Background: an optimization exercise with open tools, aiming at small area. Do not read the settings as production practice.
Function was checked by simulation only, so behaviour that the tests miss may differ from the original.
No activity file was given, so power comes from the tool's default toggle rates.

Setup of job 5644:
==> flow/design.v (excerpt) <==
module events_to_apb (
  input   logic         clk,
  input   logic         reset,
  input   logic         event_a_i,
  input   logic         event_b_i,
  input   logic         event_c_i,
  output  logic         apb_psel_o,
  output  logic         apb_penable_o,
  output  logic [31:0]  apb_paddr_o,
  output  logic         apb_pwrite_o,
  output  logic [31:0]  apb_pwdata_o,
  input   logic         apb_pready_i
);
Size in the first run: ~320 cells after synthesis, roughly 70 flip-flops, about 73 I/O pins, roughly 3200 um^2 of cells after synthesis.
==> module events_to_apb, before the edit <==
module events_to_apb (
  input   logic         clk,
  input   logic         reset,
  input   logic         event_a_i,
  input   logic         event_b_i,
  input   logic         event_c_i,
  output  logic         apb_psel_o,
  output  logic         apb_penable_o,
  output  logic [31:0]  apb_paddr_o,
  output  logic         apb_pwrite_o,
  output  logic [31:0]  apb_pwdata_o,
  input   logic         apb_pready_i
);
  localparam CNT_W = 16;
  logic [1:0] src_q;
  logic acc_q;
  logic a_pending, b_pending, c_pending;
  localparam logic [CNT_W-1:0] INV = 16'hAAAA;
  logic [CNT_W-1:0] a_q, b_q, c_q;
  wire  [CNT_W-1:0] a_events = a_q ^ INV;
  wire  [CNT_W-1:0] b_events = b_q ^ INV;
  wire  [CNT_W-1:0] c_events = c_q ^ INV;
  logic [CNT_W-1:0] wdata;
  wire busy  = src_q[1] | src_q[0];
  wire sa = src_q[1] & src_q[0];
  wire sb = ~src_q[1] & src_q[0];
  wire sc = src_q[1] & ~src_q[0];
  wire idle  = ~busy;
  wire take_a = event_a_i;
  wire take_b = ~event_a_i & event_b_i;
  wire take_c = ~event_a_i & ~event_b_i & event_c_i;
  wire any_ev = event_a_i | event_b_i | event_c_i;
  wire tr_a = take_a | (~any_ev & a_pending);
  wire tr_b = take_b | (~any_ev & ~a_pending & b_pending);
  wire tr_c = take_c | (~any_ev & ~a_pending & ~b_pending & c_pending);
  wire set_a = sa & ~acc_q;
  wire set_b = sb & ~acc_q;
  wire set_c = sc & ~acc_q;
  wire za = set_a;
  wire zb = set_b;
  wire zc = set_c;
  wire ia = take_a;
  wire ib = take_b;
  wire ic = take_c;
  logic [CNT_W:0] ca, cb, cc;   
  logic [CNT_W-1:0] na, nb, nc;
  assign na[0] = za ? ia : (a_q[0] ^ ia);
  assign nb[0] = zb ? ib : (b_q[0] ^ ib);
  assign nc[0] = zc ? ic : (c_q[0] ^ ic);
  assign ca[1] = ~(ia & a_q[0]);
  assign cb[1] = ~(ib & b_q[0]);
  assign cc[1] = ~(ic & c_q[0]);
  for (genvar k = 1; k < CNT_W; k++) begin : g_bit
    if (k % 2 == 1) begin : g_odd
      count_bit_inv ua (.q(a_q[k]), .cin_n(ca[k]), .z(za), .d(na[k]), .cout(ca[k+1]));
      count_bit_inv ub (.q(b_q[k]), .cin_n(cb[k]), .z(zb), .d(nb[k]), .cout(cb[k+1]));
      count_bit_inv uc (.q(c_q[k]), .cin_n(cc[k]), .z(zc), .d(nc[k]), .cout(cc[k+1]));
    end else begin : g_even
      count_bit ua (.q(a_q[k]), .cin(ca[k]), .z(za), .d(na[k]), .cout_n(ca[k+1]));
      count_bit ub (.q(b_q[k]), .cin(cb[k]), .z(zb), .d(nb[k]), .cout_n(cb[k+1]));
      count_bit uc (.q(c_q[k]), .cin(cc[k]), .z(zc), .d(nc[k]), .cout_n(cc[k+1]));
    end
  end
  wire la    = set_a;
  wire lb    = set_b;
  wire lc    = set_c;
  wire hold  = ~(set_a | set_b | set_c);
  wire [CNT_W-1:0] nw = ({CNT_W{la}} & a_events) | ({CNT_W{lb}} & b_events) |
                        ({CNT_W{lc}} & c_events) | ({CNT_W{hold}} & wdata);
  always_ff @(posedge clk or posedge reset) begin
    if (reset) begin
      a_q   <= INV;
      b_q   <= INV;
      c_q   <= INV;
      wdata <= '0;
    end else begin
      a_q   <= na;
      b_q   <= nb;
      c_q   <= nc;
      wdata <= nw;
    end
  end
  wire done = acc_q & apb_pready_i;
  always_ff @(posedge clk or posedge reset) begin
    if (reset) begin
      src_q <= 2'b00;
      acc_q <= 1'b0;
    end else if (idle) begin
      src_q <= tr_a ? 2'b11 : tr_b ? 2'b01 : tr_c ? 2'b10 : 2'b00;
    end else if (done) begin
      src_q <= 2'b00;
      acc_q <= 1'b0;
    end else begin
      acc_q <= 1'b1;
    end
  end
  always_ff @(posedge clk or posedge reset) begin
    if (reset) begin
      a_pending <= 1'b0;
      b_pending <= 1'b0;
      c_pending <= 1'b0;
    end else begin
      a_pending <= (a_pending & ~set_a) | (busy & take_a);
      b_pending <= (b_pending & ~set_b) | (busy & take_b);
      c_pending <= (c_pending & ~set_c) | (busy & take_c);
    end
  end
  assign apb_psel_o    = busy;
  assign apb_penable_o = acc_q;
  assign apb_pwrite_o  = acc_q;
  assign apb_pwdata_o  = {{(32-CNT_W){1'b0}}, wdata};
  always_comb begin
    if (!acc_q)
      apb_paddr_o = 32'h0;
    else if (sa)
      apb_paddr_o = 32'habba0000;
    else if (sb)
      apb_paddr_o = 32'hbaff0000;
    else
      apb_paddr_o = 32'hcafe0000;
  end
endmodule
Settings: LEC_CHECK=0, CAP_MARGIN=20, CORE_MARGIN=2, CORE_UTILIZATION=75, SLEW_MARGIN=20; clock period 5.0 ns.
standard.sh (not shown) runs the stock make flow with config.mk's settings and CLKGATE_MAP_FILE= SYNTH_SCRIPT=/design/flow/synth_recipe.tcl, a recipe that flattens the netlist after the stock synthesis.
==> flow/flow/run.sh <==
#!/bin/bash
# Layout flow: the standard ORFS flow (standard.sh) with
#  - synthesis through synth_recipe.tcl, keeping the (combinational) count
#    bit-slice modules apart until after mapping, mapping them by hand
#    (flow/count_cells.v) and the rest with an area-oriented ABC script,
#    without yosys's full/half-adder extraction (ADDER_MAP_FILE empty);
#  - sky130_fd_sc_hd__buf_1 as the port buffer cell;
#  - a clock tree of clkbuf_4 cells, without dummy load cells;
#  - one tie cell for the constant outputs (no tie fanout repair).
# Each tool's log stays in orfs/logs/; make's own output goes to flow_make.log.
set -euo pipefail
W=$(pwd)
export OWN_WORK="$W"
export OWN_ABC_SCRIPT="$W/flow/abc_area.script"
export BUFFER_PORTS_ARGS="-buffer_cell sky130_fd_sc_hd__buf_1"
export CTS_ARGS="-sink_clustering_enable -repair_clock_nets -dont_use_dummy_load -buf_list {sky130_fd_sc_hd__clkbuf_4} -root_buf sky130_fd_sc_hd__clkbuf_4 -sink_clustering_size 30 -sink_clustering_max_diameter 100"
export SKIP_REPAIR_TIE_FANOUT=1
bash standard.sh SYNTH_SCRIPT="$W/flow/own_synth.tcl" ADDER_MAP_FILE= \
  SYNTH_HIERARCHICAL=1 SYNTH_MINIMUM_KEEP_SIZE=0 finish > "$W/flow_make.log" 2>&1
Other scripts of this flow, unchanged in this note and not shown: flow/flow/abc_area.script, flow/flow/count_cells.v, flow/flow/own_synth.tcl
Job 5644 finished all stages; the layout is clean.
Here is what was changed in the inputs of job 5177 compared with job 5644.
diff --git a/flow/design.v b/flow/design.v
--- a/flow/design.v
+++ b/flow/design.v
@@ -36,12 +36,12 @@
   wire set_a = sa & ~acc_q;
   wire set_b = sb & ~acc_q;
   wire set_c = sc & ~acc_q;
-  wire za = set_a;
-  wire zb = set_b;
-  wire zc = set_c;
-  wire ia = take_a;
-  wire ib = take_b;
-  wire ic = take_c;
+  wire za = reset | set_a;
+  wire zb = reset | set_b;
+  wire zc = reset | set_c;
+  wire ia = ~reset & take_a;
+  wire ib = ~reset & take_b;
+  wire ic = ~reset & take_c;
   logic [CNT_W:0] ca, cb, cc;   
   logic [CNT_W-1:0] na, nb, nc;
   assign na[0] = za ? ia : (a_q[0] ^ ia);
@@ -61,27 +61,20 @@
       count_bit uc (.q(c_q[k]), .cin(cc[k]), .z(zc), .d(nc[k]), .cout_n(cc[k+1]));
     end
   end
-  wire la    = set_a;
-  wire lb    = set_b;
-  wire lc    = set_c;
-  wire hold  = ~(set_a | set_b | set_c);
+  wire la    = ~reset & set_a;
+  wire lb    = ~reset & set_b;
+  wire lc    = ~reset & set_c;
+  wire hold  = ~reset & ~(set_a | set_b | set_c);
   wire [CNT_W-1:0] nw = ({CNT_W{la}} & a_events) | ({CNT_W{lb}} & b_events) |
                         ({CNT_W{lc}} & c_events) | ({CNT_W{hold}} & wdata);
-  always_ff @(posedge clk or posedge reset) begin
-    if (reset) begin
-      a_q   <= INV;
-      b_q   <= INV;
-      c_q   <= INV;
-      wdata <= '0;
-    end else begin
-      a_q   <= na;
-      b_q   <= nb;
-      c_q   <= nc;
-      wdata <= nw;
-    end
+  always_ff @(posedge clk) begin
+    a_q <= na;
+    b_q <= nb;
+    c_q <= nc;
+    wdata    <= nw;
   end
   wire done = acc_q & apb_pready_i;
-  always_ff @(posedge clk or posedge reset) begin
+  always_ff @(posedge clk) begin
     if (reset) begin
       src_q <= 2'b00;
       acc_q <= 1'b0;
@@ -94,7 +87,7 @@
       acc_q <= 1'b1;
     end
   end
-  always_ff @(posedge clk or posedge reset) begin
+  always_ff @(posedge clk) begin
     if (reset) begin
       a_pending <= 1'b0;
       b_pending <= 1'b0;
On job 5177: total power per unit cell area is 200 nW/um^2 lower than what job 5644 gave.
In the tables for job 5177 and job 5644, proportion of register bits with asynchronous set or reset after synthesis reads lower with job 5177.
Relative to job 5644, flip-flop and latch share of the layout cell area decreased by 6.9 points in job 5177.
Sequential cell area was lower in job 5177 than in job 5644.
From job 5644 to job 5177 the numbers moved as follows: fraction of the mapped netlist area in compound gates higher; worst slew margin relative to its limit increased 6.1 points.

afterwards: timing with drivers on the ports:
Ports are ideal in the flow. The routed layouts listed here were re-timed in OpenROAD. Step 1 assumes that a clkbuf_16 drives the clock port and a buf_2 every other input. Step 2 also shifts input and output timing later by t, the mid clock arrival at the registers, as if the neighbouring blocks saw the same clock. a / b / c = ideal ports / drivers / drivers and shift; a / b = the first two.
run	t, ns	setup WS [ns]	worst setup path after step 2	clock arrival spread, ns	slew at the worst register clock pin (ns)
job 5644	0.419	1.300 / 1.303 / 0.884	input to register	0.022 / 0.022	0.10 / 0.10
job 5177	0.409	1.028 / 1.031 / 0.621	input to register	0.021 / 0.021	0.10 / 0.10
After both steps setup and hold are still met in every run listed. For job 5644, which loses most, drivers alone change the setup slack by +0.003 ns; drivers and shift together by -0.416 ns.
